From an optimization exercise on the open Yosys and OpenROAD flow, aimed at small area and a short achievable clock period; shortcuts taken in it are not production practice.
Where RTL was checked, it was by simulation tests only, not by an equivalence proof against the original.
No functional check of the RTL was part of runs 3 and 4.
Power and IR drop assume default switching activity.

`flow/design.v`:
```
module KF6845_Bus_Control_Logic (
    input   logic           clock,
    input   logic           reset,
    input   logic           CS_N,
    input   logic           RS,
    input   logic           ENABLE,
    input   logic           R_OR_W,
    input   logic   [7:0]   D_IN,
    output  logic   [7:0]   internal_data_bus,
    output  logic   [15:0]  write_register,
    output  logic           read_next,
    output  logic   [4:0]   address
);
    logic   [7:0]   latch_data;
    always_ff @(posedge clock) begin
        latch_data  <= D_IN;
    end
    assign  internal_data_bus   = latch_data;
    logic           wr_addr_arm;
    logic           wr_reg_arm;
    wire    sel_wr  = ENABLE & ~CS_N & ~R_OR_W;
    assign  read_next   = ENABLE & ~CS_N &  R_OR_W & RS;
    always_ff @(posedge clock, posedge reset) begin
        if (reset) begin
            wr_addr_arm     <= 1'b0;
            wr_reg_arm      <= 1'b0;
        end
        else begin
            wr_addr_arm     <= sel_wr & ~RS;
            wr_reg_arm      <= sel_wr &  RS;
        end
    end
    always_ff @(posedge clock, posedge reset) begin
        if (reset)
            address             <= 5'h00;
        else if (wr_addr_arm & ~ENABLE)
            address             <= latch_data[4:0];
    end
    wire    write_reg   = wr_reg_arm & ~ENABLE;
    genvar i;
    generate
        for (i = 0; i < 16; i = i + 1) begin : g_we
            assign  write_register[i]   = write_reg & (address == i);
        end
    endgenerate
endmodule
module KF6845_Horizontal_Control (
    input   logic           clock,
    input   logic           video_clock_enable,
    input   logic           reset,
    input   logic   [7:0]   internal_data_bus,
    input   logic           write_horizontal_total_register,
    input   logic           write_horizontal_displayed_register,
    input   logic           write_horizontal_sync_position_register,
    input   logic           write_horizontal_sync_width_register,
    output  logic           Horizontal,
    output  logic           Horizontal_Half,
    output  logic           Horizontal_End,
    output  logic           H_Display,
    output  logic           HSYNC
);
    logic   [7:0]   horizontal_total;
    logic   [7:0]   horizontal_displayed;
    logic   [7:0]   horizontal_sync_position;
    logic   [3:0]   horizontal_sync_width;
    always_ff @(posedge clock, posedge reset) begin
        if (reset) begin
            horizontal_total            <= 8'h00;
            horizontal_displayed        <= 8'h00;
            horizontal_sync_position    <= 8'h00;
            horizontal_sync_width       <= 4'h0;
        end
        else begin
            if (write_horizontal_total_register)
                horizontal_total            <= internal_data_bus;
            if (write_horizontal_displayed_register)
                horizontal_displayed        <= internal_data_bus;
            if (write_horizontal_sync_position_register)
                horizontal_sync_position    <= internal_data_bus;
            if (write_horizontal_sync_width_register)
                horizontal_sync_width       <= internal_data_bus[3:0];
        end
    end
    logic   [7:0]   counter_plus_one;
    wire    [7:0]   next_horizontal_counter = Horizontal ? 8'h00 : counter_plus_one;
    always_ff @(posedge clock, posedge reset) begin
        if (reset)
            counter_plus_one    <= 8'h00;
        else if (video_clock_enable)
            counter_plus_one    <= Horizontal ? 8'h01 : counter_plus_one + 8'h01;
    end
    wire    wire_Horizontal         = (next_horizontal_counter == horizontal_total);
    wire    wire_Horizontal_Half    = (next_horizontal_counter == {1'b0, horizontal_total[7:1]});
    wire    wire_Horizontal_End     = (next_horizontal_counter == horizontal_displayed);
    wire    wire_Sync_Start         = (next_horizontal_counter == horizontal_sync_position);
    logic   [3:0]   horizontal_sync_width_counter;
    logic           reset_horizontal_sync_width;
    wire    [3:0]   next_horizontal_sync_width_counter =
                        reset_horizontal_sync_width ? 4'h0 :
                        HSYNC ? horizontal_sync_width_counter + 4'h1 : horizontal_sync_width_counter;
    wire    wire_reset_horizontal_sync_width = (next_horizontal_sync_width_counter == horizontal_sync_width);
    always_ff @(posedge clock, posedge reset) begin
        if (reset) begin
            horizontal_sync_width_counter   <= 4'h0;
            reset_horizontal_sync_width     <= 1'b0;
            Horizontal                      <= 1'b0;
            Horizontal_Half                 <= 1'b0;
            Horizontal_End                  <= 1'b0;
            H_Display                       <= 1'b0;
            HSYNC                           <= 1'b0;
        end
        else if (video_clock_enable) begin
            horizontal_sync_width_counter   <= next_horizontal_sync_width_counter;
            reset_horizontal_sync_width     <= wire_reset_horizontal_sync_width;
            Horizontal                      <= wire_Horizontal;
            Horizontal_Half                 <= wire_Horizontal_Half;
            Horizontal_End                  <= wire_Horizontal_End;
            H_Display                       <= ~wire_Horizontal_End & (wire_Horizontal | H_Display);
            HSYNC                           <= ~wire_reset_horizontal_sync_width & (wire_Sync_Start | HSYNC);
        end
    end
endmodule
module KF6845_Vertical_Control (
    input   logic           clock,
    input   logic           video_clock_enable,
    input   logic           reset,
    input   logic   [7:0]   internal_data_bus,
    input   logic           write_vertical_total_register,
    input   logic           write_vertical_total_adjust_register,
    input   logic           write_vertical_displayed_register,
    input   logic           write_vertical_sync_position_register,
    input   logic           write_interlace_mode_register,
    input   logic           write_maximum_scan_line_register,
    input   logic           Horizontal,
    input   logic           Horizontal_Half,
    output  logic           V_total_at,
    output  logic           Scanline_End_at,
    output  logic           V_Display,
    output  logic   [4:0]   RA,
    output  logic           VSYNC
);
    function automatic logic inc_eq7(input logic [6:0] a, input logic [6:0] b);
        logic [6:0] diff;
        logic [6:0] ones_below;
        integer i;
        begin
            diff = a ^ b;
            for (i = 0; i < 7; i = i + 1)
                ones_below[i] = ~|(~a & ((7'd1 << i) - 7'd1));
            inc_eq7 = (diff == ones_below);
        end
    endfunction
    function automatic logic inc_eq5(input logic [4:0] a, input logic [4:0] b);
        logic [4:0] diff;
        logic [4:0] ones_below;
        integer i;
        begin
            diff = a ^ b;
            for (i = 0; i < 5; i = i + 1)
                ones_below[i] = ~|(~a & ((5'd1 << i) - 5'd1));
            inc_eq5 = (diff == ones_below);
        end
    endfunction
    function automatic logic inc_eq4(input logic [3:0] a, input logic [3:0] b);
        logic [3:0] diff;
        logic [3:0] ones_below;
        integer i;
        begin
            diff = a ^ b;
            for (i = 0; i < 4; i = i + 1)
                ones_below[i] = ~|(~a & ((4'd1 << i) - 4'd1));
            inc_eq4 = (diff == ones_below);
        end
    endfunction
    function automatic logic inc2_eq5(input logic [4:0] a, input logic [4:0] b);
        inc2_eq5 = (a[0] == b[0]) & inc_eq4(a[4:1], b[4:1]);
    endfunction
    logic   [6:0]   vertical_total_m1;             
    wire    [6:0]   bus7_m1 = internal_data_bus[6:0] - 7'h01;
    logic   [4:0]   vertical_total_adjust;
    logic   [6:0]   vertical_displayed;
    logic   [6:0]   vertical_sync_position_m1;     
    logic   [1:0]   interlace_mode;
    logic   [4:0]   maximum_scan_line;
    always_ff @(posedge clock, posedge reset) begin
        if (reset) begin
            vertical_total_m1           <= 7'h7F;
            vertical_total_adjust       <= 5'h00;
            vertical_displayed          <= 7'h00;
            vertical_sync_position_m1   <= 7'h3E;
            interlace_mode              <= 2'b00;
            maximum_scan_line           <= 5'h00;
        end
        else begin
            if (write_vertical_total_register)
                vertical_total_m1       <= bus7_m1;
            if (write_vertical_total_adjust_register)
                vertical_total_adjust   <= internal_data_bus[4:0];
            if (write_vertical_displayed_register)
                vertical_displayed      <= internal_data_bus[6:0];
            if (write_vertical_sync_position_register)
                vertical_sync_position_m1   <= internal_data_bus[6:0] - 7'h01;
            if (write_interlace_mode_register)
                interlace_mode          <= internal_data_bus[1:0];
            if (write_maximum_scan_line_register)
                maximum_scan_line       <= internal_data_bus[4:0];
        end
    end
    logic   [4:0]   scan_line_counter;
    logic   [6:0]   character_row_counter;
    logic           interlace_video;     
    logic           odd_or_even;
    logic           Vadjust;
    logic   [3:0]   Vsync_counter;
    logic           Vsync_odd;
    logic           Vsync_even;
    logic           scan_line_match;
    logic           adjust_match;
    logic           adjust_match_m1;
    logic           row_match;
    logic           adjust_zero;     
    always_ff @(posedge clock, posedge reset) begin
        if (reset)
            adjust_zero     <= 1'b1;
        else if (write_vertical_total_adjust_register)
            adjust_zero     <= ~|internal_data_bus[4:0];
    end
    wire    v_total_match   = odd_or_even ? (adjust_zero ? row_match : (Vadjust & adjust_match_m1))
                                          : (Vadjust & adjust_match);
    wire    [4:0]   bus5    = internal_data_bus[4:0];
    wire    [6:0]   bus7    = internal_data_bus[6:0];
    wire    sl_eq_bus       = (scan_line_counter == bus5);
    wire    sl1_eq_bus      = inc_eq5(scan_line_counter, bus5);
    wire    sl2_eq_bus      = inc2_eq5(scan_line_counter, bus5);
    wire    sl1_eq_msl      = inc_eq5(scan_line_counter, maximum_scan_line);
    wire    sl2_eq_adj      = inc2_eq5(scan_line_counter, vertical_total_adjust);
    wire    bus5_zero       = (bus5 == 5'd0);
    wire    bus5_one        = (bus5 == 5'd1);
    wire    msl_zero        = ~|maximum_scan_line;
    wire    adj_one         = (vertical_total_adjust == 5'd1);
    wire    row_eq_bus      = (character_row_counter == bus7);
    wire    row1_eq_bus     = (character_row_counter == bus7_m1);
    wire    row1_eq_vt      = (character_row_counter == vertical_total_m1);
    wire    bus7_zero       = (bus7 == 7'd0);
    wire    vt_zero         = &vertical_total_m1;
    wire    we_msl          = write_maximum_scan_line_register;
    wire    we_adj          = write_vertical_total_adjust_register;
    wire    we_vt           = write_vertical_total_register;
    always_ff @(posedge clock, posedge reset) begin
        if (reset) begin
            scan_line_match     <= 1'b1;
            adjust_match        <= 1'b1;
            adjust_match_m1     <= 1'b0;
            row_match           <= 1'b1;
        end
        else if (video_clock_enable & Horizontal & (v_total_match | scan_line_match)) begin
            scan_line_match     <= we_msl ? bus5_zero : msl_zero;
            adjust_match        <= we_adj ? bus5_zero : adjust_zero;
            adjust_match_m1     <= we_adj ? bus5_one  : adj_one;
            if (v_total_match)
                row_match       <= we_vt ? bus7_zero : vt_zero;
            else
                row_match       <= we_vt ? row1_eq_bus : row1_eq_vt;
        end
        else if (video_clock_enable & Horizontal) begin
            scan_line_match     <= we_msl ? sl1_eq_bus : sl1_eq_msl;
            adjust_match        <= we_adj ? sl1_eq_bus : adjust_match_m1;
            adjust_match_m1     <= we_adj ? sl2_eq_bus : sl2_eq_adj;
            row_match           <= we_vt  ? row_eq_bus : row_match;
        end
        else begin
            scan_line_match     <= we_msl ? sl_eq_bus  : scan_line_match;
            adjust_match        <= we_adj ? sl_eq_bus  : adjust_match;
            adjust_match_m1     <= we_adj ? sl1_eq_bus : adjust_match_m1;
            row_match           <= we_vt  ? row_eq_bus : row_match;
        end
    end
    assign  Scanline_End_at = Horizontal & scan_line_match;
    assign  V_total_at      = Horizontal & v_total_match;
    wire    vdisp_zero  = ~|vertical_displayed;
    wire    vdisp_inc   = inc_eq7(character_row_counter, vertical_displayed);
    wire    vdisp_hold  = (character_row_counter == vertical_displayed);
    wire    vsp_zero    = &vertical_sync_position_m1;
    wire    vsp_inc     = (character_row_counter == vertical_sync_position_m1);
    wire    v_display_hold  = ~vdisp_hold & V_Display;
    wire    v_display_event = V_total_at      ? ~vdisp_zero :
                              Scanline_End_at ? (~vdisp_inc & V_Display) : v_display_hold;
    wire    vsync_start     = Scanline_End_at & (V_total_at ? vsp_zero : vsp_inc);
    always_ff @(posedge clock, posedge reset) begin
        if (reset) begin
            scan_line_counter       <= 5'h00;
            character_row_counter   <= 7'h00;
            interlace_video         <= 1'b0;
            odd_or_even             <= 1'b1;
            Vadjust                 <= 1'b0;
            V_Display               <= 1'b0;
            RA                      <= 5'h00;
            Vsync_counter           <= 4'h0;
            Vsync_odd               <= 1'b0;
            Vsync_even              <= 1'b0;
        end
        else begin
            V_Display               <= video_clock_enable ? v_display_event : v_display_hold;
            if (video_clock_enable) begin
                if (V_total_at)
                    character_row_counter   <= 7'h00;
                else if (Scanline_End_at)
                    character_row_counter   <= character_row_counter + 7'h01;
                if (V_total_at) begin
                    interlace_video     <= &interlace_mode;
                    odd_or_even         <= ~interlace_mode[0] | ~odd_or_even;
                end
                if (V_total_at)
                    Vadjust             <= 1'b0;
                else if (Scanline_End_at & row_match)
                    Vadjust             <= 1'b1;
                if (Horizontal) begin
                    if (v_total_match | scan_line_match) begin
                        scan_line_counter   <= 5'h00;
                        RA                  <= {4'h0, interlace_video & odd_or_even};
                    end
                    else begin
                        scan_line_counter   <= scan_line_counter + 5'h01;
                        RA                  <= RA + {3'h0, interlace_video, ~interlace_video};
                    end
                    if (vsync_start) begin
                        Vsync_odd           <= 1'b1;
                        Vsync_counter       <= 4'h0;
                    end
                    else begin
                        if (&Vsync_counter)
                            Vsync_odd       <= 1'b0;
                        Vsync_counter       <= Vsync_counter + 4'h1;
                    end
                end
                if (Horizontal_Half)
                    Vsync_even          <= Vsync_odd;
            end
        end
    end
    assign  VSYNC   = odd_or_even ? Vsync_odd : Vsync_even;
endmodule
module KF6845_Linear_Address_Generator (
    input   logic           clock,
    input   logic           video_clock_enable,
    input   logic           reset,
    input   logic   [7:0]   internal_data_bus,
    input   logic           write_start_address_h_register,
    input   logic           write_start_address_l_register,
    input   logic           Horizontal,
    input   logic           Horizontal_End,
    input   logic           V_total_at,
    input   logic           Scanline_End_at,
    output  logic   [13:0]  MA
);
    logic   [13:0]  start_address;
    always_ff @(posedge clock, posedge reset) begin
        if (reset)
            start_address   <= 14'h0;
        else begin
            if (write_start_address_h_register)
                start_address[13:8] <= internal_data_bus[5:0];
            if (write_start_address_l_register)
                start_address[7:0]  <= internal_data_bus;
        end
    end
    wire    [13:0]  increment_ma = MA + 14'h1;
    logic   [13:0]  retrace_ma;
    logic   [13:0]  next_line_ma;
    wire    [13:0]  line_ma = V_total_at ? start_address :
                              Scanline_End_at ? next_line_ma : retrace_ma;
    always_ff @(posedge clock, posedge reset) begin
        if (reset) begin
            retrace_ma      <= 14'h0;
            next_line_ma    <= 14'h0;
            MA              <= 14'h0;
        end
        else if (video_clock_enable) begin
            if (Horizontal)
                retrace_ma  <= line_ma;
            if (Horizontal_End)
                next_line_ma    <= increment_ma;
            MA              <= Horizontal ? line_ma : increment_ma;
        end
    end
endmodule
module KF6845_Cursor (
    input   logic           clock,
    input   logic           video_clock_enable,
    input   logic           reset,
    input   logic   [7:0]   internal_data_bus_in,
    input   logic           write_cursor_start_register,
    input   logic           write_cursor_end_register,
    input   logic           write_cursor_h_register,
    input   logic           write_cursor_l_register,
    output  logic   [13:0]  cursor_address,
    input   logic           V_total_at,
    input   logic   [4:0]   RA,
    input   logic   [13:0]  MA,
    output  logic           CURSOR
);
    logic   [1:0]   blink_config;
    logic   [4:0]   cursor_start;
    logic   [4:0]   cursor_end;
    always_ff @(posedge clock, posedge reset) begin
        if (reset) begin
            blink_config            <= 2'h1;
            cursor_start            <= 5'h0;
            cursor_end              <= 5'h0;
            cursor_address          <= 14'h0;
        end
        else begin
            if (write_cursor_start_register) begin
                blink_config        <= internal_data_bus_in[6:5];
                cursor_start        <= internal_data_bus_in[4:0];
            end
            if (write_cursor_end_register)
                cursor_end          <= internal_data_bus_in[4:0];
            if (write_cursor_h_register)
                cursor_address[13:8] <= internal_data_bus_in[5:0];
            if (write_cursor_l_register)
                cursor_address[7:0] <= internal_data_bus_in;
        end
    end
    logic   [4:0]   field_rate_counter;
    logic           cursor_on;
    wire    V_total = video_clock_enable & V_total_at;
    always_ff @(posedge clock, posedge reset) begin
        if (reset) begin
            field_rate_counter      <= 5'h0;
            cursor_on               <= 1'b0;
        end
        else begin
            if (V_total)
                field_rate_counter  <= field_rate_counter + 5'h1;
            if (~blink_config[1])
                cursor_on           <= ~blink_config[0];
            else if (V_total & ~|field_rate_counter[3:0] & (~blink_config[0] | ~field_rate_counter[4]))
                cursor_on           <= ~cursor_on;
        end
    end
    wire    cursor_character = (cursor_address == MA);
    wire    cursor_scanline  = (cursor_start <= RA) && (RA <= cursor_end);
    assign  CURSOR  = cursor_character & cursor_scanline & cursor_on;
endmodule
module KF6845_Light_Pen (
    input   logic           clock,
    input   logic           video_clock_enable,
    input   logic           reset,
    output  logic   [13:0]  light_pen,
    output  logic   [13:0]  next_light_pen,
    input   logic   [13:0]  MA,
    input   logic           LPSTB
);
    logic   prev_lpstb;
    always_ff @(posedge clock, posedge reset) begin
        if (reset)
            prev_lpstb      <= 1'b1;
        else if (video_clock_enable)
            prev_lpstb      <= LPSTB;
    end
    assign  next_light_pen  = (video_clock_enable & ~prev_lpstb & LPSTB) ? MA : light_pen;
    always_ff @(posedge clock, posedge reset) begin
        if (reset)
            light_pen       <= 14'h0;
        else
            light_pen       <= next_light_pen;
    end
endmodule
module KF6845 (
    input   logic           clock,
    input   logic           video_clock_enable,
    input   logic           reset,
    input   logic           CS_N,
    input   logic           RS,
    input   logic           ENABLE,
    input   logic           R_OR_W,
    input   logic   [7:0]   D_IN,
    output  logic   [7:0]   D_OUT,
    input   logic           LPSTB,
    output  logic           CURSOR,
    output  logic           HSYNC,
    output  logic           VSYNC,
    output  logic   [4:0]   RA,
    output  logic   [13:0]  MA,
    output  logic           DE
);
    logic   [7:0]   internal_data_bus;
    logic   [15:0]  write_register;
    logic           read_next;
    logic   [4:0]   address;
    logic   [13:0]  next_light_pen;
    logic           Horizontal;
    logic           Horizontal_Half;
    logic           Horizontal_End;
    logic           H_Display;
    logic           V_Display;
    logic           V_total_at;
    logic           Scanline_End_at;
    logic           CURSOR_Buffer;
    logic           HSYNC_Buffer;
    logic           VSYNC_Buffer;
    logic   [4:0]   RA_Buffer;
    logic   [13:0]  MA_Buffer;
    logic   [13:0]  cursor_address;
    logic   [13:0]  light_pen;
    KF6845_Bus_Control_Logic u_Bus_Control_Logic (
        .clock                                      (clock),
        .reset                                      (reset),
        .CS_N                                       (CS_N),
        .RS                                         (RS),
        .ENABLE                                     (ENABLE),
        .R_OR_W                                     (R_OR_W),
        .D_IN                                       (D_IN),
        .internal_data_bus                          (internal_data_bus),
        .write_register                             (write_register),
        .read_next                                  (read_next),
        .address                                    (address)
    );
    KF6845_Horizontal_Control u_Horizontal_Control (
        .clock                                      (clock),
        .video_clock_enable                         (video_clock_enable),
        .reset                                      (reset),
        .internal_data_bus                          (internal_data_bus),
        .write_horizontal_total_register            (write_register[0]),
        .write_horizontal_displayed_register        (write_register[1]),
        .write_horizontal_sync_position_register    (write_register[2]),
        .write_horizontal_sync_width_register       (write_register[3]),
        .Horizontal                                 (Horizontal),
        .Horizontal_Half                            (Horizontal_Half),
        .Horizontal_End                             (Horizontal_End),
        .H_Display                                  (H_Display),
        .HSYNC                                      (HSYNC_Buffer)
    );
    KF6845_Vertical_Control u_Vertical_Control (
        .clock                                      (clock),
        .video_clock_enable                         (video_clock_enable),
        .reset                                      (reset),
        .internal_data_bus                          (internal_data_bus),
        .write_vertical_total_register              (write_register[4]),
        .write_vertical_total_adjust_register       (write_register[5]),
        .write_vertical_displayed_register          (write_register[6]),
        .write_vertical_sync_position_register      (write_register[7]),
        .write_interlace_mode_register              (write_register[8]),
        .write_maximum_scan_line_register           (write_register[9]),
        .Horizontal                                 (Horizontal),
        .Horizontal_Half                            (Horizontal_Half),
        .V_total_at                                 (V_total_at),
        .V_Display                                  (V_Display),
        .Scanline_End_at                            (Scanline_End_at),
        .RA                                         (RA_Buffer),
        .VSYNC                                      (VSYNC_Buffer)
    );
    KF6845_Linear_Address_Generator u_Linear_Address_Generator (
        .clock                                      (clock),
        .video_clock_enable                         (video_clock_enable),
        .reset                                      (reset),
        .internal_data_bus                          (internal_data_bus),
        .write_start_address_h_register             (write_register[12]),
        .write_start_address_l_register             (write_register[13]),
        .Horizontal                                 (Horizontal),
        .Horizontal_End                             (Horizontal_End),
        .V_total_at                                 (V_total_at),
        .Scanline_End_at                            (Scanline_End_at),
        .MA                                         (MA_Buffer)
    );
    KF6845_Cursor u_Cursor (
        .clock                                      (clock),
        .video_clock_enable                         (video_clock_enable),
        .reset                                      (reset),
        .internal_data_bus_in                       (internal_data_bus),
        .write_cursor_start_register                (write_register[10]),
        .write_cursor_end_register                  (write_register[11]),
        .write_cursor_h_register                    (write_register[14]),
        .write_cursor_l_register                    (write_register[15]),
        .cursor_address                             (cursor_address),
        .V_total_at                                 (V_total_at),
        .RA                                         (RA_Buffer),
        .MA                                         (MA_Buffer),
        .CURSOR                                     (CURSOR_Buffer)
    );
    KF6845_Light_Pen u_Light_Pen (
        .clock                                      (clock),
        .video_clock_enable                         (video_clock_enable),
        .reset                                      (reset),
        .light_pen                                  (light_pen),
        .next_light_pen                             (next_light_pen),
        .MA                                         (MA),
        .LPSTB                                      (LPSTB)
    );
    logic   [7:0]   read_data;
    always_comb begin
        case (address)
            5'h0E:   read_data  = {2'b00, cursor_address[13:8]};
            5'h0F:   read_data  = cursor_address[7:0];
            5'h10:   read_data  = {2'b00, next_light_pen[13:8]};
            5'h11:   read_data  = next_light_pen[7:0];
            default: read_data  = 8'hFF;
        endcase
    end
    logic   [7:0]   D_OUT_n;
    always_ff @(posedge clock, posedge reset) begin
        if (reset)
            D_OUT_n <= 8'h00;
        else
            D_OUT_n <= read_next ? ~read_data : 8'h00;
    end
    assign  D_OUT   = ~D_OUT_n;
    always_ff @(posedge clock, posedge reset) begin
        if (reset) begin
            CURSOR  <= 1'b0;
            HSYNC   <= 1'b0;
            VSYNC   <= 1'b0;
            RA      <= 5'h0;
            MA      <= 14'h0;
            DE      <= 1'b0;
        end
        else begin
            CURSOR  <= CURSOR_Buffer;
            HSYNC   <= HSYNC_Buffer;
            VSYNC   <= VSYNC_Buffer;
            RA      <= RA_Buffer;
            MA      <= MA_Buffer;
            DE      <= H_Display & V_Display;
        end
    end
endmodule
```
`flow/flow/run.sh`:
```
#!/bin/bash
set -euo pipefail
export BUFFER_PORTS_ARGS="-buffer_cell sky130_fd_sc_hd__buf_2"
export CTS_ARGS="-sink_clustering_enable -repair_clock_nets -sink_clustering_size 16 -sink_clustering_max_diameter 60 -buf_list sky130_fd_sc_hd__clkbuf_8 -dont_use_dummy_load"
bash standard.sh finish > flow_make.log 2>&1
```
`flow/config.mk`:
```
export PLATFORM = sky130hd
export DESIGN_NAME = KF6845
export DESIGN_NICKNAME = KF6845
export VERILOG_FILES = /design/flow/design.v
export SDC_FILE = /design/flow/constraint.sdc
export NUM_CORES = 4
export LEC_CHECK = 0
export ABC_AREA = 1
export CAP_MARGIN = 10
export CORE_MARGIN = 2
export CORE_UTILIZATION = 60
export PLACE_DENSITY = 0.75
export SETUP_SLACK_MARGIN = 2.05
export SLEW_MARGIN = 10
```
`flow/standard.sh`:
```
#!/bin/bash
# synth_recipe.tcl (not shown) runs the flow's synth.tcl, then flattens the netlist and writes it again
# the make line also repeats each setting of config.mk as NAME=value (left out here)
make -C /OpenROAD-flow-scripts/flow DESIGN_CONFIG=/design/flow/config.mk WORK_HOME=/design/flow/orfs CLKGATE_MAP_FILE= SYNTH_SCRIPT=/design/flow/synth_recipe.tcl "${@:-finish}"
```
`flow/constraint.sdc`:
```
create_clock -name core_clock -period 4.0 [get_ports {clock}]
set_input_delay 0.8000 -clock core_clock [delete_from_list [all_inputs] [get_ports {clock}]]
set_output_delay 0.8000 -clock core_clock [all_outputs]
set_load 0.01 [all_outputs]
```
==> notes.md, run 1 <==
- Half-perimeter wire length of the detailed placement result: 20.8 mm
- Result of the run: finished clean
- FF-to-FF setup slack: 2100 ps
- Post-synthesis instance area: 12500 µm²
- CTS tree: built
- Ys async rst share: 96.9%
- Antenna Violating Nets Remaining: 0
- Number of synthesized flops with an enable pin: 0
- Pwr per Cell Area: 513 nW/µm²
- Post-DR wirelength/cell: 17.5 µm
- Initial antenna violation count: 1
- Top-level I/O count: 47
- Worst clock skew: 51.6 ps
- Number of non-filler instances in the completed layout: 1782
- Number of sinks on the clock net: 260
- TNS Setup: 0 ps
- Final worst path period need: 1900 ps
- Instance area at placement: 13000 µm²
- Core ar.: 20400 µm²
- Via count: 10100
- Clock buffer count from CTS: 21
- Input/output buffers: 46
- Endpoints failing hold: 0
- Number of max-cap violations: 0
- Largest fanout on the critical path: 2
- Clock Root Buffer: clkbuf_8
- Number of max-slew violations in the final report: 0
- Overall die width: 149 µm
- Final RePlAce weighted congestion: 0.917
- CTS clock-pin slew for the worst setup and hold paths: 100 ps
- Yosys warning total: 7
- H-tree Lvls: 1
- Kind of launch point of the worst setup path: register
- Via count of the first global-routing pass: 9420
- Storage cell area: 6510 µm²
- Area overhead of the layout relative to synthesis: 10.4%
- Peak Freq: 525 MHz
- Largest net degree at the start of global routing: 156
- Post-DR vias/cell: 5.70
- Share of post-route cells with drive strength above 1: 14.1%
- All-Layer GR Usage: 28.3%
- Net total in the final layout: 1556
- Slowest-stage cell, CP: dfrtp_1
- Library cell with the largest summed area after synthesis: dfrtp_1
- Worst-case headroom to the max-slew limit: 41.7%
- Row count: 52
- First-pass GRT wire length: 49.6 mm
- Number of hold buffers added after cts: 0
- Worst Setup Path Type: register to output port
- Finished layout cell area: 13900 µm²
- Static leakage: 6.59 nW
- Most common library cell in the layout ignoring fill and taps: nand2_1
- Crit. End Element: output port
- Pre-antenna DRT Iters: 8
- Most frequent cells in the layout: 353 x nand2_1, 224 x dfrtp_1, 178 x o21ai_0
- Buffers & Inverters on Critical Path: 1
- # setup viols final: 0
- Pin slew with the least headroom to its limit: 875 ps
- Count of different cell masters after synthesis: 53
- Average cell area after synthesis: 8.65 µm²
- Initial Utilization: 61.6%
- Die area: 22100 µm²
- Synth Net Count: 1492
- Unrepaired setup endpoints after global routing: true
- Critical path arrival: 1100 ps
- Max incr delay on CP: 410 ps
- Synthesized instance count: 1450
- DRC viols: 0
- Crit path max-delay family: flip-flops
- Period utilization: 47.6%
- Fill cell total of the finished layout: 1637
- Sequential-to-total area share from yosys stat: 51.7%
- Latest clock arrival within the worst-skew pair: 560 ps
- Footprint of the multi-input gates: 5460 µm²
- Total Power: 7.10 mW
- Ant diodes: 0
- Type of the worst min-delay path: primary input to register
- Series of cell instances along the critical path: buf_2
- Placed Cells: 1726
- WP data required: 3200 ps
- Share of Yosys cell area claimed by the top area cell type: 46.5%
- Remaining global-route overflow: 0
- Post-detailed-routing wire length: 31.1 mm
- Predominant post-synthesis flop cell: dfrtp_1
- Number of register bits inferred by synthesis: 260
- Peak VDD IR: 0.439 mV
- Top cells by area, synth: dfrtp_1 46%, nand2_1 11%, o21ai_0 7.3%
- Maximum clock insertion buffer count: 3
- First-iteration detailed-routing DRC count: 896
- Chip height: 149 µm
## path summary, 6_finish.rpt
check | from | endpoint | depth (start not counted)
worst min register to register | u_Vertical_Control.RA[2]$_DFFE_PP0P_ | RA[2]$_DFF_PP0_ | 0
max in group asynchronous | reset | u_Vertical_Control.character_row_counter[1]$_DFFE_PP0P_ | 3
min in group asynchronous | reset | asynchronous set/reset pin | 3
worst min-delay path | D_IN[3] | u_Bus_Control_Logic.latch_data[3]$_DFF_P_ | 1
worst max register to register | u_Bus_Control_Logic.address[3]$_DFFE_PP0P_ | D_OUT_n[3]$_DFF_PP0_ | 8
worst max-delay path | MA[2]$_DFF_PP0_ | MA[2] | 1
## area by class of cell
class	instances	area share [%]
clock buffers	21	2.09
well taps	270	2.44
multi-input cells	985	39.4
repair inverters	3	0.126
flip-flops and latches	260	47.0
repair buffers	88	4.35
inverters	155	4.63
## sequential cells by signal, indices dropped and copies added, names as in the netlist, 14 cells and up
name	flops
MA	14
u_Cursor.cursor_address	14
u_Light_Pen.light_pen	14
u_Linear_Address_Generator.MA	14
u_Linear_Address_Generator.next_line_ma	14
u_Linear_Address_Generator.retrace_ma	14
u_Linear_Address_Generator.start_address	14
## where the power goes
part | internal, mW | leakage [nW] | total [mW] | switching (mW)
combinational | 0.888 | 3.15 | 2.13 | 1.24
sequential | 3.19 | 3.29 | 3.69 | 0.496
clock | 0.472 | 0.151 | 1.28 | 0.812
total | 4.55 | 6.59 | 7.10 | 2.55
## metrics by stage
stage / utilization [%] / setup WS [ps] / hold slack [ps]
6_report: 68.0 / 2100 / 350
5_1_grt: 68.0 / 1990 / 342
4_1_cts: 66.1 / 1950 / 332
3_5_place_dp: 64.0 / 1300 / 411
3_3_place_gp: 64.0 / 1410 / 403
2_1_floorplan: - / -100 / 380
## synthesized netlist by cell type, types with 3 or more instances
cell type,instances
a221oi_1,4
o21ai_1,3
nand3_1,74
a211oi_1,3
o21ai_0,183
o22ai_1,8
a21oi_1,27
dfstp_2,19
inv_2,5
o21bai_1,5
mux2_2,8
nor2_2,3
dfrtp_1,233
o21a_1,3
xor2_1,49
nand2_1,364
buf_2,11
dfxtp_1,8
clkbuf_1,35
inv_1,149
a31oi_1,3
xnor2_1,37
o2111ai_1,4
ha_1,25
nor2_4,3
nor2_1,66
nor4_1,9
nand4_1,18
or2_2,3
nor3_1,24
a22o_1,6
a21o_1,4
o211ai_1,28
## repair_timing
| item | in CTS | in global routing |
|---|---|---|
| resized for setup | 23 | 55 |
| buffers inserted | 9 | 23 |
| endpoints found under the setup margin | 65 | 85 |
| pin swaps | 1 | 10 |
| cloned | 2 | 1 |
## cells by family after synthesis
family | count (synthesis) | share of synthesized area, %
AOI/OAI and AO/OA | 288 | 13.1
xor gates and xnor gates | 86 | 6.00
buffers and inverters | 205 | 6.31
muxes | 8 | 0.718
adders and majority gates | 26 | 2.65
DFF | 260 | 51.7
and+or+nand+nor | 577 | 19.5
## metal layers
layer / GRT usage (%) / up-vias / wire length (µm)
li1: - / 4873 / -
met1: 40.2 / 4865 / 13800
met2: 46.2 / 348 / 14500
met3: 4.42 / 61 / 2070
met4: 7.05 / 2 / 744
met5: 0 / - / 17
==> run 2: changes to the inputs <==
--- a/flow/design.v
+++ b/flow/design.v
@@ -87,7 +87,7 @@
         if (reset)
             counter_plus_one    <= 8'h00;
         else if (video_clock_enable)
-            counter_plus_one    <= Horizontal ? 8'h01 : counter_plus_one + 8'h01;
+            counter_plus_one    <= next_horizontal_counter + 8'h01;
     end
     wire    wire_Horizontal         = (next_horizontal_counter == horizontal_total);
     wire    wire_Horizontal_Half    = (next_horizontal_counter == {1'b0, horizontal_total[7:1]});
==> flow/flow/run.sh (replaced) <==
#!/bin/bash
set -euo pipefail
export BUFFER_PORTS_ARGS="-buffer_cell sky130_fd_sc_hd__buf_2"
export CTS_ARGS="-sink_clustering_enable -repair_clock_nets -sink_clustering_size 12 -sink_clustering_max_diameter 50 -buf_list {sky130_fd_sc_hd__clkbuf_4 sky130_fd_sc_hd__clkbuf_8} -dont_use_dummy_load"
bash standard.sh finish > flow_make.log 2>&1
==> flow/config.mk (replaced) <==
export PLATFORM = sky130hd
export DESIGN_NAME = KF6845
export DESIGN_NICKNAME = KF6845
export VERILOG_FILES = /design/flow/design.v
export SDC_FILE = /design/flow/constraint.sdc
export NUM_CORES = 4
export LEC_CHECK = 0
export ABC_AREA = 1
export CAP_MARGIN = 20
export CORE_MARGIN = 2
export CORE_UTILIZATION = 60
export SETUP_SLACK_MARGIN = 2.0
export SLEW_MARGIN = 20
==> run 2 against run 1 <==
  * Still clean on timing, DRC and antenna
  * Cell area increased by 1.8%
  * Die area rose by 1.4%
  * Non-clock buffer count shrank 2
  * Flip-flop and latch count unchanged
  * Combinational power rose by 22%
  * Setup slack lost 57 ps
  * Global-route usage increased by 1.4 points
  * Power increased by 15%
  * Critical path depth is 8 higher
  * Utilization decreased by 0.49 points
  * Largest cell class unchanged
  * Largest power group unchanged
==> notes.md, run 2 <==
- Period utilization: 49.0% (+1.4 points)
- Overall die width: 150 µm (+0.68%)
- Reported net switching power: 3.07 mW (+20%)
- Die area: 22400 µm² (+1.4%)
- DRC viols: 0 (unchanged)
- TNS Setup: 0 ps (unchanged)
- Worst-case headroom to the max-slew limit: 51.4% (+9.8 points)
- H-tree Lvls: 2 (+1)
- Footprint of the multi-input gates: 5550 µm² (+1.6%)
- Worst r2r dst: u_Linear_Address_Generator.retrace_ma[11]$_DFFE_PP0P_
- Chip height: 150 µm (+0.68%)
- Yosys warning total: 7 (unchanged)
- Maximum clock insertion buffer count: 3 (unchanged)
- Antenna Violating Nets Remaining: 0 (unchanged)
- Final RePlAce weighted congestion: 0.932 (+1.6%)
- Crit path to: u_Linear_Address_Generator.retrace_ma[11]$_DFFE_PP0P_
- Predominant post-synthesis flop cell: dfrtp_1
- Instance area at placement: 13200 µm² (+1.3%)
- Number of cells on the worst reg-to-reg path: 9 (+1)
- Number of sinks on the clock net: 260 (unchanged)
- Type of the worst min-delay path: primary input to asynchronous set/reset pin
- Core ar.: 20900 µm² (+2.6%)
- Synthesized instance count: 1455 (+0.34%)
- Storage cell area: 6510 µm² (about the same)
- Final worst path period need: 1960 ps (+56.5 ps)
- Initial Utilization: 60.9% (-0.71 points)
- Number of register bits inferred by synthesis: 260 (unchanged)
- Remaining global-route overflow: 0 (unchanged)
- Largest fanout on the critical path: 6 (+4)
- Area overhead of the layout relative to synthesis: 10.9%
- Number of synthesized flops with an enable pin: 0 (unchanged)
- Clock buffer count from CTS: 35 (+67%)
- Share of post-route cells with drive strength above 1: 15.5% (+1.4 points)
- Number of max-cap violations: 0 (unchanged)
- Launch point of the critical path: u_Vertical_Control.adjust_zero$_DFFE_PP1P_
- Average cell area after synthesis: 8.74 µm² (+1.0%)
- Most common library cell in the layout ignoring fill and taps: nand2_1
- Synth Net Count: 1497 (+0.34%)
- Post-detailed-routing wire length: 32.8 mm (+5.3%)
- Minimum hold slack: 300 ps (-49.7 ps)
- Peak VDD IR: 0.339 mV (-23%)
- First-pass GRT wire length: 51.8 mm (+4.3%)
- Fraction of power consumed by combinational cells: 31.9% (+1.9 points)
- Most frequent cells in the layout: 376 x nand2_1, 226 x dfrtp_1, 140 x o21ai_0
- Library cell with the largest summed area after synthesis: dfrtp_1
- Clock Root Buffer: clkbuf_8
- Half-perimeter wire length of the detailed placement result: 21.6 mm (+4.1%)
- Final critical-path setup slack: 2040 ps (-56.5 ps)
- All-Layer GR Usage: 29.7% (+1.4 points)
- Row count: 53 (+1.9%)
- Post-DR vias/cell: 5.64 (-1.0%)
- Number of max-slew violations in the final report: 0 (unchanged)
- R2r startpoint: u_Vertical_Control.adjust_zero$_DFFE_PP1P_
- Via count of the first global-routing pass: 9766 (+3.7%)
- Post-DR wirelength/cell: 18.1 µm (+3.9%)
- Crit. End Element: register
- CTS clock-pin slew for the worst setup and hold paths: 90 ps (about the same)
- Kind of launch point of the worst setup path: register
- Critical path arrival: 2370 ps (+1270 ps)
- First-iteration detailed-routing DRC count: 711 (-21%)
- Count of different cell masters after synthesis: 58 (+9.4%)
- WP data required: 4410 ps (+1210 ps)
- Switching Share: 37.6% (+1.8 points)
- Endpoints failing hold: 0 (unchanged)
- Initial antenna violation count: 1 (unchanged)
- Total Power: 8.16 mW (+15%)
- CTS tree: built
- Internal: 5.09 mW (+12%)
- FF-to-FF setup slack: 2040 ps (-60 ps)
- Unrepaired setup endpoints after global routing: false
- Sequential-to-total area share from yosys stat: 51.0% (-0.71 points)
- Latest clock arrival within the worst-skew pair: 550 ps (about the same)
- Static leakage: 6.75 nW (+2.5%)
- Pre-antenna DRT Iters: 5 (-3)
- Clock power share: 20.9% (+2.8 points)
- Fill cell total of the finished layout: 1804 (+10%)
- Largest net degree at the start of global routing: 107 (-31%)
- Net total in the final layout: 1576 (+1.3%)
- Number of non-filler instances in the completed layout: 1807 (+1.4%)
- Final Util: 67.6% (-0.49 points)
- Peak Freq: 510 MHz (-2.9%)
- Finished layout cell area: 14100 µm² (+1.8%)
- Pwr per Cell Area: 578 nW/µm² (+13%)
- Worst clock skew: 51.7 ps (+0.127 ps)
- Result of the run: finished clean
- Top-level I/O count: 47 (unchanged)
- List of most frequent post-synthesis cells: 380 x nand2_1, 233 x dfrtp_1, 141 x o21ai_0
- Post-synthesis instance area: 12700 µm² (+1.4%)
- Share of Yosys cell area claimed by the top area cell type: 45.8% (-0.64 points)
- Ys async rst share: 96.9% (unchanged)
- Worst Setup Path Type: register to register
- Ant diodes: 0 (unchanged)
- # setup viols final: 0 (unchanged)
- Top cells by area, synth: dfrtp_1 46%, nand2_1 11%, o21ai_0 5.5%
- Most numerous cell in the Yosys netlist: nand2_1
- Placed Cells: 1739 (+0.75%)
- Pin slew with the least headroom to its limit: 722 ps (-153 ps)
- Input/output buffers: 46 (unchanged)
- Via count: 10200 (+0.35%)
- Setup slack after placement: 1350 ps (+53.7 ps)
- Proportion of power drawn by flip-flops and latches: 47.3% (-4.6 points)
## run 2: worst min path at each step
stage / start / to / cells after the start
3_5_place_dp: u_Linear_Address_Generator.MA[7]$_DFFE_PP0P_ / MA[7]$_DFF_PP0_ / 0
5_1_grt: reset / MA[3]$_DFF_PP0_ / 2
2_1_floorplan: u_Linear_Address_Generator.MA[13]$_DFFE_PP0P_ / MA[13]$_DFF_PP0_ / 0
6_report: reset / MA[3]$_DFF_PP0_ / 2
4_1_cts: reset / MA[3]$_DFF_PP0_ / 2
3_3_place_gp: u_Linear_Address_Generator.MA[7]$_DFFE_PP0P_ / MA[7]$_DFF_PP0_ / 0
## run 2: power groups by stage
stage / Sequential (mW) / Combinational (mW) / Clock (mW)
finish: 3.86 / 2.60 / 1.70
global route: 3.94 / 2.96 / 1.84
CTS: 3.85 / 2.47 / 1.74
detailed placement: 3.89 / 2.44 / 0
global placement: 3.88 / 2.39 / 0
floorplan: 3.69 / 1.89 / 0
## run 2: kinds of logic after synthesis
logic type | synth area share (%)
AOI/OAI and AO/OA | 12.2
adders and majority gates | 2.62
DFF | 51.0
xor gates and xnor gates | 5.58
muxes | 1.06
and+or+nand+nor | 21.3
buffers and inverters | 6.22
## run 2: area by class of cell
cell class | instances | share of cell area, %
Sequential cell | 260 | 46.1
Inverter | 154 | 4.43
Clock buffer | 35 | 3.41
Multi-Input combinational cell | 996 | 39.3
Timing Repair inverter | 1 | 0.0532
Timing Repair Buffer | 86 | 4.22
Tap cell | 275 | 2.44
## run 2: timing repair
action                     CTS  global route
pin swaps                    0            11
setup buffers                4            26
gates resized for setup     14            39
gates cloned                 0             3
hold buffers                 0             0
setup endpoints to repair   46            53
## run 2: critical path, cell delays in order, from the launching register on
cell and delay [ps]:
dfstp_2 520, inv_1 50, o211ai_1 200, nand2_2 130, clkinvlp_4 180, buf_4 170, nand2_4 80, buf_4 150
o211ai_1 230, o21ai_0 130
## run 2: per-layer routing
metal  global-route usage [%]  part of all wire [%]  vias up
li1                         -                     -     4918
met2                     47.5                    46      311
met4                     9.57                   2.9        2
met5                        0                 0.040        -
met1                     42.4                    45     4876
met3                     3.90                   5.8       78
==> run 3: changes to the inputs <==
--- a/flow/design.v
+++ b/flow/design.v
@@ -175,8 +175,7 @@
     function automatic logic inc2_eq5(input logic [4:0] a, input logic [4:0] b);
         inc2_eq5 = (a[0] == b[0]) & inc_eq4(a[4:1], b[4:1]);
     endfunction
-    logic   [6:0]   vertical_total_m1;             
-    wire    [6:0]   bus7_m1 = internal_data_bus[6:0] - 7'h01;
+    logic   [6:0]   vertical_total;
     logic   [4:0]   vertical_total_adjust;
     logic   [6:0]   vertical_displayed;
     logic   [6:0]   vertical_sync_position_m1;     
@@ -184,7 +183,7 @@
     logic   [4:0]   maximum_scan_line;
     always_ff @(posedge clock, posedge reset) begin
         if (reset) begin
-            vertical_total_m1           <= 7'h7F;
+            vertical_total              <= 7'h00;
             vertical_total_adjust       <= 5'h00;
             vertical_displayed          <= 7'h00;
             vertical_sync_position_m1   <= 7'h3E;
@@ -193,7 +192,7 @@
         end
         else begin
             if (write_vertical_total_register)
-                vertical_total_m1       <= bus7_m1;
+                vertical_total          <= internal_data_bus[6:0];
             if (write_vertical_total_adjust_register)
                 vertical_total_adjust   <= internal_data_bus[4:0];
             if (write_vertical_displayed_register)
@@ -214,67 +213,13 @@
     logic   [3:0]   Vsync_counter;
     logic           Vsync_odd;
     logic           Vsync_even;
-    logic           scan_line_match;
-    logic           adjust_match;
-    logic           adjust_match_m1;
-    logic           row_match;
-    logic           adjust_zero;     
-    always_ff @(posedge clock, posedge reset) begin
-        if (reset)
-            adjust_zero     <= 1'b1;
-        else if (write_vertical_total_adjust_register)
-            adjust_zero     <= ~|internal_data_bus[4:0];
-    end
+    wire    scan_line_match = (scan_line_counter == maximum_scan_line);
+    wire    row_match       = (character_row_counter == vertical_total);
+    wire    adjust_zero     = ~|vertical_total_adjust;
+    wire    adjust_match    = (scan_line_counter == vertical_total_adjust);
+    wire    adjust_match_m1 = inc_eq5(scan_line_counter, vertical_total_adjust);
     wire    v_total_match   = odd_or_even ? (adjust_zero ? row_match : (Vadjust & adjust_match_m1))
                                           : (Vadjust & adjust_match);
-    wire    [4:0]   bus5    = internal_data_bus[4:0];
-    wire    [6:0]   bus7    = internal_data_bus[6:0];
-    wire    sl_eq_bus       = (scan_line_counter == bus5);
-    wire    sl1_eq_bus      = inc_eq5(scan_line_counter, bus5);
-    wire    sl2_eq_bus      = inc2_eq5(scan_line_counter, bus5);
-    wire    sl1_eq_msl      = inc_eq5(scan_line_counter, maximum_scan_line);
-    wire    sl2_eq_adj      = inc2_eq5(scan_line_counter, vertical_total_adjust);
-    wire    bus5_zero       = (bus5 == 5'd0);
-    wire    bus5_one        = (bus5 == 5'd1);
-    wire    msl_zero        = ~|maximum_scan_line;
-    wire    adj_one         = (vertical_total_adjust == 5'd1);
-    wire    row_eq_bus      = (character_row_counter == bus7);
-    wire    row1_eq_bus     = (character_row_counter == bus7_m1);
-    wire    row1_eq_vt      = (character_row_counter == vertical_total_m1);
-    wire    bus7_zero       = (bus7 == 7'd0);
-    wire    vt_zero         = &vertical_total_m1;
-    wire    we_msl          = write_maximum_scan_line_register;
-    wire    we_adj          = write_vertical_total_adjust_register;
-    wire    we_vt           = write_vertical_total_register;
-    always_ff @(posedge clock, posedge reset) begin
-        if (reset) begin
-            scan_line_match     <= 1'b1;
-            adjust_match        <= 1'b1;
-            adjust_match_m1     <= 1'b0;
-            row_match           <= 1'b1;
-        end
-        else if (video_clock_enable & Horizontal & (v_total_match | scan_line_match)) begin
-            scan_line_match     <= we_msl ? bus5_zero : msl_zero;
-            adjust_match        <= we_adj ? bus5_zero : adjust_zero;
-            adjust_match_m1     <= we_adj ? bus5_one  : adj_one;
-            if (v_total_match)
-                row_match       <= we_vt ? bus7_zero : vt_zero;
-            else
-                row_match       <= we_vt ? row1_eq_bus : row1_eq_vt;
-        end
-        else if (video_clock_enable & Horizontal) begin
-            scan_line_match     <= we_msl ? sl1_eq_bus : sl1_eq_msl;
-            adjust_match        <= we_adj ? sl1_eq_bus : adjust_match_m1;
-            adjust_match_m1     <= we_adj ? sl2_eq_bus : sl2_eq_adj;
-            row_match           <= we_vt  ? row_eq_bus : row_match;
-        end
-        else begin
-            scan_line_match     <= we_msl ? sl_eq_bus  : scan_line_match;
-            adjust_match        <= we_adj ? sl_eq_bus  : adjust_match;
-            adjust_match_m1     <= we_adj ? sl1_eq_bus : adjust_match_m1;
-            row_match           <= we_vt  ? row_eq_bus : row_match;
-        end
-    end
     assign  Scanline_End_at = Horizontal & scan_line_match;
     assign  V_total_at      = Horizontal & v_total_match;
     wire    vdisp_zero  = ~|vertical_displayed;
@@ -598,14 +543,12 @@
             default: read_data  = 8'hFF;
         endcase
     end
-    logic   [7:0]   D_OUT_n;
     always_ff @(posedge clock, posedge reset) begin
         if (reset)
-            D_OUT_n <= 8'h00;
+            D_OUT   <= 8'hFF;
         else
-            D_OUT_n <= read_next ? ~read_data : 8'h00;
+            D_OUT   <= read_next ? read_data : 8'hFF;
     end
-    assign  D_OUT   = ~D_OUT_n;
     always_ff @(posedge clock, posedge reset) begin
         if (reset) begin
             CURSOR  <= 1'b0;
==> flow/run.sh (new file) <==
#!/bin/bash
# synth_recipe.tcl (not shown) runs the flow's synth.tcl, then flattens the netlist and writes it again
# the make line also repeats each setting of config.mk as NAME=value (left out here)
make -C /OpenROAD-flow-scripts/flow DESIGN_CONFIG=/design/flow/config.mk WORK_HOME=/design/flow/orfs CLKGATE_MAP_FILE= SYNTH_SCRIPT=/design/flow/synth_recipe.tcl finish
--- a/flow/config.mk
+++ b/flow/config.mk
@@ -9,5 +9,6 @@
 export CAP_MARGIN = 20
 export CORE_MARGIN = 2
 export CORE_UTILIZATION = 60
+export CTS_BUF_LIST = sky130_fd_sc_hd__clkbuf_8
 export SETUP_SLACK_MARGIN = 2.0
 export SLEW_MARGIN = 20
removed: flow/flow/run.sh
removed: flow/standard.sh
==> run 3 against run 2 <==
  * Still clean
  * Critical path depth increased by 4
  * Cell area increased by 4.0%
  * Global-route usage decreased by 0.71 points
  * Power increased by 14%
  * Wire length decreased by 6.5%
  * Highest routed layer is now met4
==> notes.md, run 3 <==
- Yosys warning total: 7 (unchanged)
- Antenna Violating Nets Remaining: 0 (unchanged)
- Post-DR wirelength/cell: 17.2 µm (-5.2%)
- Max incr delay on CP: 450 ps (-70 ps)
- Hold path start: u_Vertical_Control.RA[2]$_DFFE_PP0P_
- Worst Setup Path Type: register to register
- R2r startpoint: u_Vertical_Control.scan_line_counter[0]$_DFFE_PP0P_
- Area overhead of the layout relative to synthesis: 21.2%
- Unrepaired setup endpoints after global routing: true
- FF-to-FF setup slack: 1920 ps (-120 ps)
- Period utilization: 52.0% (+3.0 points)
- Number of cells on the worst reg-to-reg path: 13 (+4)
- Result of the run: finished clean
- DRC viols: 0 (unchanged)
- Peak Freq: 480 MHz (-5.8%)
- Worst-case headroom to the max-slew limit: 42.2% (-9.3 points)
- Clock Root Buffer: clkbuf_8
- Post-synthesis instance area: 12100 µm² (-4.8%)
- Initial Utilization: 61.6% (+0.71 points)
- Instance area at placement: 12800 µm² (-3.3%)
- Kind of launch point of the worst setup path: register
- Latest clock arrival within the worst-skew pair: 560 ps (about the same)
- WP data required: 4480 ps (+70 ps)
- Most numerous cell in the Yosys netlist: nand2_1
- Post-DR vias/cell: 5.53 (-1.8%)
- Final critical-path setup slack: 1920 ps (-121 ps)
- Via count: 9860 (-3.2%)
- Final Util: 74.6% (+7.1 points)
- Most common library cell in the layout ignoring fill and taps: nand2_1
- Sequential-to-total area share from yosys stat: 52.5% (+1.5 points)
- Slowest-stage cell, CP: dfrtp_2
- Top cells by area, synth: dfrtp_1 48%, nand2_1 12%, o21ai_0 6.7%
- Series of cell instances along the critical path: ha_4, ha_4, nand3_2, nand2_2, nor2_2, nand3_2, nand3_4, buf_12, nand2_8, nor2_4, buf_6, nand2_2, nand2_1
- List of most frequent post-synthesis cells: 392 x nand2_1, 231 x dfrtp_1, 161 x o21ai_0
- CTS clock-pin slew for the worst setup and hold paths: 60 ps (-30 ps)
- Predominant post-synthesis flop cell: dfrtp_1
- Initial antenna violation count: 0 (-1)
- Share of post-route cells with drive strength above 1: 21.7% (+6.2 points)
- Number of synthesized flops with an enable pin: 0 (unchanged)
- Synthesized instance count: 1392 (-4.3%)
- CTS tree: built
- Static leakage: 6.97 nW (+3.2%)
- Most frequent cells in the layout: 344 x nand2_1, 217 x dfrtp_1, 151 x inv_1
- First-pass GRT wire length: 49.6 mm (-4.2%)
- Number of register bits inferred by synthesis: 255 (-1.9%)
- Remaining global-route overflow: 0 (unchanged)
- Largest fanout on the critical path: 7 (+1)
- Worst r2r dst: u_Cursor.field_rate_counter[4]$_DFFE_PP0P_
- Crit. End Element: register
- Pwr per Cell Area: 636 nW/µm² (+10%)
- Maximum clock insertion buffer count: 3 (unchanged)
- Post-detailed-routing wire length: 30.6 mm (-6.5%)
- Clock buffer count from CTS: 44 (+26%)
- Core ar.: 19700 µm² (-5.9%)
- Count of different cell masters after synthesis: 49 (-16%)
- Type of the worst min-delay path: register to register
- Share of Yosys cell area claimed by the top area cell type: 47.7% (+1.9 points)
- Input/output buffers: 46 (unchanged)
- Synth Net Count: 1432 (-4.3%)
- Ys async rst share: 96.9% (about the same)
- Average cell area after synthesis: 8.70 µm² (-0.51%)
- # setup viols final: 0 (unchanged)
- Endpoints failing hold: 0 (unchanged)
- Pin slew with the least headroom to its limit: 867 ps (+144 ps)
- Die area: 21300 µm² (-4.7%)
- H-tree Lvls: 2 (unchanged)
- All-Layer GR Usage: 29.0% (-0.71 points)
- Half-perimeter wire length of the detailed placement result: 19.0 mm (-12%)
- Library cell with the largest summed area after synthesis: dfrtp_1
- Final worst path period need: 2080 ps (+121 ps)
- Via count of the first global-routing pass: 9618 (-1.5%)
- Worst clock skew: 16.9 ps (-34.8 ps)
- Fill cell total of the finished layout: 1511 (-16%)
- Largest net degree at the start of global routing: 97 (-9.3%)
- Top-level I/O count: 47 (unchanged)
- Endpoint of the worst hold path: RA[2]$_DFF_PP0_
- Number of sinks on the clock net: 255 (-1.9%)
- Number of max-cap violations: 0 (unchanged)
- Setup slack after placement: 746 ps (-605 ps)
- Net total in the final layout: 1521 (-3.5%)
- Number of hold buffers added after cts: 0 (unchanged)
- Row count: 51 (-3.8%)
- TNS Setup: 0 ps (unchanged)
- Overall die width: 146 µm (-2.4%)
- Number of cells on the worst hold path: 0
- Finished layout cell area: 14700 µm² (+4.0%)
- Final RePlAce weighted congestion: 0.922 (-1.0%)
- Total Power: 9.33 mW (+14%)
- Peak VDD IR: 0.413 mV (+22%)
- Critical path arrival: 2560 ps (+190 ps)
- Number of max-slew violations in the final report: 0 (unchanged)
- First-iteration detailed-routing DRC count: 644 (-9.4%)
- Pre-antenna DRT Iters: 5 (unchanged)
- Chip height: 146 µm (-2.4%)
==> run 3: changes by cell type in the layout (fill, tap and decap cells not counted), sizes merged, moves of 10 or more <==
cell	previous run	this run
buf	86	52
clkbuf	35	61
clkdlybuf4s15	0	15
clkdlybuf4s50	0	14
inv	145	163
nor2	69	59
nor3	27	15
o211ai	36	2
==> run 3: logic make-up after synthesis <==
group | after synthesis | share of synthesized area, %
compound gates | 221 | 9.95
xor+xnor | 82 | 5.93
fa+ha+maj | 24 | 2.54
buf+inv | 199 | 6.73
flops | 255 | 52.5
mux | 15 | 1.38
simple gates | 596 | 20.9
==> run 3: timing repair <==
item / in CTS / in global routing
setup buffers: 20 / 13
gates cloned: 4 / 1
pin swaps: 12 / 35
gates resized for setup: 134 / 178
endpoints found under the setup margin: 177 / 161
==> run 3: worst max-delay path by stage <==
stage	start	end	cells after the start
detailed placement	video_clock_enable	D_OUT[6]$_DFF_PP1_	5
finish	u_Vertical_Control.scan_line_counter[0]$_DFFE_PP0P_	u_Cursor.field_rate_counter[4]$_DFFE_PP0P_	13
global route	u_Vertical_Control.scan_line_counter[1]$_DFFE_PP0P_	u_Cursor.field_rate_counter[0]$_DFFE_PP0P_	12
CTS	u_Horizontal_Control.Horizontal$_DFFE_PP0P_	u_Horizontal_Control.counter_plus_one[6]$_DFFE_PP0P_	9
floorplan	reset	CURSOR$_DFF_PP0_	1
global placement	video_clock_enable	D_OUT[6]$_DFF_PP1_	5
==> run 3: cell type report <==
cell class	instances	area, µm²	area share, %
flip-flops and latches	255	6380	43.5
multi-input cells	942	5600	38.1
repair buffers	86	867	5.91
clock buffers	56	771	5.25
inverters	151	608	4.14
well taps	265	332	2.26
clock inverters	25	109	0.742
repair inverters	1	8.76	0.0597
diodes	1	2.50	0.0171
==> run 3: layer usage <==
| metal | vias to the layer above | GRT usage (%) | share of wire, % |
|---|---|---|---|
| met4 | 0 | 10.5 | 2.7 |
| met3 | 73 | 5.44 | 5.9 |
| met5 | - | 0 | 0 |
| li1 | 4722 | - | - |
| met1 | 4765 | 40.5 | 44 |
| met2 | 300 | 46.0 | 47 |
==> run 3: worst max-delay path, delay by kind of cell, from the launching register on <==
| kind | cells | cell delay (ps) |
|---|---|---|
| adders and majority gates | 2 | 370 |
| buffers and inverters | 2 | 310 |
| DFF | 1 | 450 |
| and+or+nand+nor | 9 | 890 |
==> run 3: stage by stage <==
step	instances	hold WS [ps]
2_1_floorplan	1392	352
3_3_place_gp	1662	416
3_5_place_dp	1662	421
4_1_cts	1767	433
5_1_grt	1781	456
6_report	1782	441
==> run 3: power breakdown <==
part / total [mW] / internal, mW / switching [mW] / leakage [nW]
registers: 3.75 / 3.19 / 0.558 / 3.30
clock network: 2.32 / 1.26 / 1.05 / 0.524
logic: 3.27 / 1.37 / 1.90 / 3.14
==> run 4: changes to the inputs <==
==> flow/flow/run.sh (new file) <==
#!/bin/bash
set -euo pipefail
export BUFFER_PORTS_ARGS="-buffer_cell sky130_fd_sc_hd__buf_4"
export CTS_ARGS="-sink_clustering_enable -repair_clock_nets -sink_clustering_size 16 -sink_clustering_max_diameter 60 -buf_list sky130_fd_sc_hd__clkbuf_8 -dont_use_dummy_load"
bash standard.sh finish > flow_make.log 2>&1
==> flow/standard.sh (new file) <==
#!/bin/bash
# synth_recipe.tcl (not shown) runs the flow's synth.tcl, then flattens the netlist and writes it again
# the make line also repeats each setting of config.mk as NAME=value (left out here)
make -C /OpenROAD-flow-scripts/flow DESIGN_CONFIG=/design/flow/config.mk WORK_HOME=/design/flow/orfs CLKGATE_MAP_FILE= SYNTH_SCRIPT=/design/flow/synth_recipe.tcl "${@:-finish}"
--- a/flow/config.mk
+++ b/flow/config.mk
@@ -9,6 +9,5 @@
 export CAP_MARGIN = 20
 export CORE_MARGIN = 2
 export CORE_UTILIZATION = 60
-export CTS_BUF_LIST = sky130_fd_sc_hd__clkbuf_8
 export SETUP_SLACK_MARGIN = 2.0
 export SLEW_MARGIN = 20
removed: flow/run.sh
==> run 4 against run 3 <==
  * Via count fell by 4.0%
  * Wire length fell by 6.0%
  * Count of clock-buffer cells in the layout fell by 33
  * Cell count fell by 4.3%
  * First-iteration DRC count fell by 2.6%
  * Cell area fell by 8.0%
  * Flip-flop and latch count did not move
  * Global-route usage fell by 2.1 points
  * Critical path type unchanged
  * Largest power group unchanged
  * Highest routed layer unchanged
==> notes.md, run 4 <==
- Remaining global-route overflow: 0 (unchanged)
- FF-to-FF setup slack: 1940 ps (+20 ps)
- Storage cell area: 6370 µm² (about the same)
- Worst clock skew: 44.0 ps (+27.0 ps)
- Number of register bits inferred by synthesis: 255 (unchanged)
- Worst Setup Path Type: register to register
- WP data required: 4450 ps (-30 ps)
- Crit. End Element: register
- Total Power: 7.79 mW (-17%)
- Via count of the first global-routing pass: 8891 (-7.6%)
- Critical path arrival: 2510 ps (-50 ps)
- Predominant post-synthesis flop cell: dfrtp_1
- Latest clock arrival within the worst-skew pair: 560 ps (about the same)
- Max incr delay on CP: 430 ps (-20 ps)
- Series of cell instances along the critical path: ha_4, ha_4, nand3_2, nand2_1, nor2_1, nand3_1, nand3_4, nand3_4, buf_12, nand2_2, nand3_2, o21ai_0
- Number of hold buffers added after cts: 0 (unchanged)
- Ys async rst share: 96.9% (unchanged)
- Pwr per Cell Area: 577 nW/µm² (-9.3%)
- Number of synthesized flops with an enable pin: 0 (unchanged)
- Library cell with the largest summed area after synthesis: dfrtp_1
- Share of post-route cells with drive strength above 1: 15.7% (-6.0 points)
- # setup viols final: 0 (unchanged)
- Via count: 9462 (-4.0%)
- Antenna Violating Nets Remaining: 0 (unchanged)
- Ant diodes: 0 (-1)
- Net total in the final layout: 1482 (-2.6%)
- DRC viols: 0 (unchanged)
- CTS tree: built
- Post-detailed-routing wire length: 28.8 mm (-6.0%)
- Number of non-filler instances in the completed layout: 1705 (-4.3%)
- Kind of launch point of the worst setup path: register
- Static leakage: 6.46 nW (-7.3%)
- Pre-antenna DRT Iters: 5 (unchanged)
- Number of max-cap violations: 0 (unchanged)
- Half-perimeter wire length of the detailed placement result: 19.0 mm (+0.24%)
- Initial antenna violation count: 1 (+1)
- Fill cell total of the finished layout: 1686 (+12%)
- Core ar.: 19700 µm² (unchanged)
- Type of the worst min-delay path: primary input to register
- Peak Freq: 484 MHz (+0.83%)
- Synth Net Count: 1432 (unchanged)
- CTS clock-pin slew for the worst setup and hold paths: 90 ps (+30 ps)
- Top-level I/O count: 47 (unchanged)
- Endpoints failing hold: 0 (unchanged)
- Peak VDD IR: 0.353 mV (-15%)
- List of most frequent post-synthesis cells: 392 x nand2_1, 231 x dfrtp_1, 161 x o21ai_0
- Number of max-slew violations in the final report: 0 (unchanged)
- Post-synthesis instance area: 12100 µm² (unchanged)
- All-Layer GR Usage: 26.9% (-2.1 points)
- Largest fanout on the critical path: 6 (-1)
- Maximum clock insertion buffer count: 3 (unchanged)
- Finished layout cell area: 13500 µm² (-8.0%)
- First-iteration detailed-routing DRC count: 627 (-2.6%)
- Average cell area after synthesis: 8.70 µm² (unchanged)
- Row count: 51 (unchanged)
- Most common library cell in the layout ignoring fill and taps: nand2_1
- Clock buffer count from CTS: 23 (-48%)
- Die area: 21300 µm² (unchanged)
- Final worst path period need: 2060 ps (-17.0 ps)
- Input/output buffers: 46 (unchanged)
- Synthesized instance count: 1392 (unchanged)
- Instance area at placement: 12600 µm² (-1.1%)
- Result of the run: finished clean
- Top cells by area, synth: dfrtp_1 48%, nand2_1 12%, o21ai_0 6.7%
- Yosys warning total: 7 (unchanged)
- First-pass GRT wire length: 46.1 mm (-7.1%)
- Largest net degree at the start of global routing: 161 (+66%)
- Chip height: 146 µm (unchanged)
- Post-DR vias/cell: 5.55 (+0.30%)
- Clock Root Buffer: clkbuf_8
- Most numerous cell in the Yosys netlist: nand2_1
- Area overhead of the layout relative to synthesis: 11.5%
- Count of different cell masters after synthesis: 49 (unchanged)
- Footprint of the multi-input gates: 5230 µm² (-6.5%)
- Placed Cells: 1662 (unchanged)
- Unrepaired setup endpoints after global routing: true
- Worst-case headroom to the max-slew limit: 36.0% (-6.2 points)
- Overall die width: 146 µm (unchanged)
- Sequential-to-total area share from yosys stat: 52.5% (unchanged)
- Slowest-stage cell, CP: dfrtp_2
- Post-DR wirelength/cell: 16.9 µm (-1.8%)
- Period utilization: 51.6% (-0.43 points)
- Initial Utilization: 61.6% (unchanged)
- Share of Yosys cell area claimed by the top area cell type: 47.7% (unchanged)
- Pin slew with the least headroom to its limit: 959 ps (+92.7 ps)
- Final RePlAce weighted congestion: 0.880 (-4.6%)
- Number of sinks on the clock net: 255 (unchanged)
- Most frequent cells in the layout: 372 x nand2_1, 220 x dfrtp_1, 153 x o21ai_0
- H-tree Lvls: 1 (-1)
-- run 4: cell count changes in the layout (fill, tap and decap cells not counted), moves of 13 or more --
cell             delta
buf_4              +29
clkbuf_8           -33
clkdlybuf4s15_1    -13
clkdlybuf4s50_1    -14
inv_1              -15
nand2_1            +28
nand2_2            -18
nand3_1            +19
nand3_2            -18
-- run 4: power breakdown --
part	internal (mW)	switching, mW	leakage [nW]
registers	3.18	0.542	3.31
clock network	0.514	0.814	0.165
logic	1.12	1.62	2.99
-- run 4: final timing paths --
check | start | endpoint | cells after the start
hold / removal | D_IN[5] | u_Bus_Control_Logic.latch_data[5]$_DFF_P_ | 1
setup reg to reg | u_Vertical_Control.scan_line_counter[0]$_DFFE_PP0P_ | u_Linear_Address_Generator.retrace_ma[3]$_DFFE_PP0P_ | 12
setup / recovery | u_Vertical_Control.scan_line_counter[0]$_DFFE_PP0P_ | u_Linear_Address_Generator.retrace_ma[3]$_DFFE_PP0P_ | 12
max in group asynchronous | reset | u_Vertical_Control.character_row_counter[0]$_DFFE_PP0P_ | 3
hold reg to reg | u_Vertical_Control.RA[2]$_DFFE_PP0P_ | RA[2]$_DFF_PP0_ | 0
min in group asynchronous | reset | RA[3]$_DFF_PP0_ | 3
-- run 4: cell families after synthesis --
family                     synth area share (%)
AOI/OAI and AO/OA                          9.95
xor gates and xnor gates                   5.93
adders and majority gates                  2.54
buffers and inverters                      6.73
DFF                                        52.5
muxes                                      1.38
and+or+nand+nor                            20.9
-- run 4: metal layers --
metal	GRT usage (%)	vias up	share of wire, %
met5	0	-	0
met4	8.20	0	2.8
met3	3.44	58	4.9
met2	44.1	260	47
met1	38.0	4556	45
li1	-	4588	-
-- run 4: what timing repair did --
action	4_1_cts	5_1_grt
cloned	1	2
endpoints found under the setup margin	70	131
pin swaps	1	12
resized for setup	22	92
setup buffers	6	10
-- run 4: worst max-delay path: cells and delay by family (launching register included) --
kind | cells | cell delay [ps]
and+or+nand+nor | 8 | 850
DFF | 1 | 430
adders and majority gates | 2 | 360
buffers and inverters | 1 | 220
AOI/OAI and AO/OA | 1 | 110
-- run 4: area by class of cell --
type,instances,share of cell area (%)
well taps,265,2.46
flip-flops and latches,255,47.2
clock buffers,23,2.34
inverters,151,4.37
multi-input cells,939,38.7
repair inverters,1,0.0463
repair buffers,71,4.81
-- run 4: per-stage QoR --
| step | util, % | hold slack (ps) | TNS (ps) | setup WS, ps |
|---|---|---|---|---|
| finish | 68.7 | 339 | 0 | 1940 |
| CTS | 66.5 | 311 | 0 | 1980 |
| detailed placement | 64.2 | 427 | 0 | 1250 |
| global placement | 64.2 | 426 | 0 | 1300 |
| floorplan | - | 352 | -7550 | -32.7 |
| global route | 68.7 | 309 | 0 | 1820 |

## afterwards: timing with drivers on the ports
Ports are ideal in the flow. The routed layouts listed here were re-timed in OpenROAD.
Step 1: set_driving_cell puts a clkbuf_16 on clock and a buf_2 on each other input, an assumption about the parent block.
Step 2 also shifts input and output timing later by t, the mid clock arrival at the registers, as if the neighbouring blocks saw the same clock.
Slacks: no drivers / after step 1 / after step 2; pairs: no drivers / after step 1.
| run | t (ns) | setup slack, ns | hold slack, ns | latest minus earliest clock arrival (ns) | worst register clock-pin slew, ns |
|---|---|---|---|---|---|
| run 1 | 0.570 | 2.096 / 2.056 / 1.598 | 0.350 / 0.333 / 0.426 | 0.052 / 0.052 | 0.11 / 0.11 |
| run 2 | 0.559 | 2.039 / 2.039 / 1.560 | 0.300 / 0.275 / 0.455 | 0.062 / 0.063 | 0.09 / 0.09 |
| run 3 | 0.590 | 1.919 / 1.919 / 1.403 | 0.441 / 0.441 / 0.441 | 0.018 / 0.018 | 0.07 / 0.07 |
| run 4 | 0.582 | 1.936 / 1.936 / 1.659 | 0.339 / 0.322 / 0.405 | 0.044 / 0.044 | 0.10 / 0.10 |
After both steps setup and hold are still met in every run listed. For run 3, which loses most, drivers alone change the setup slack by 0.000 ns; drivers and shift together by -0.516 ns.
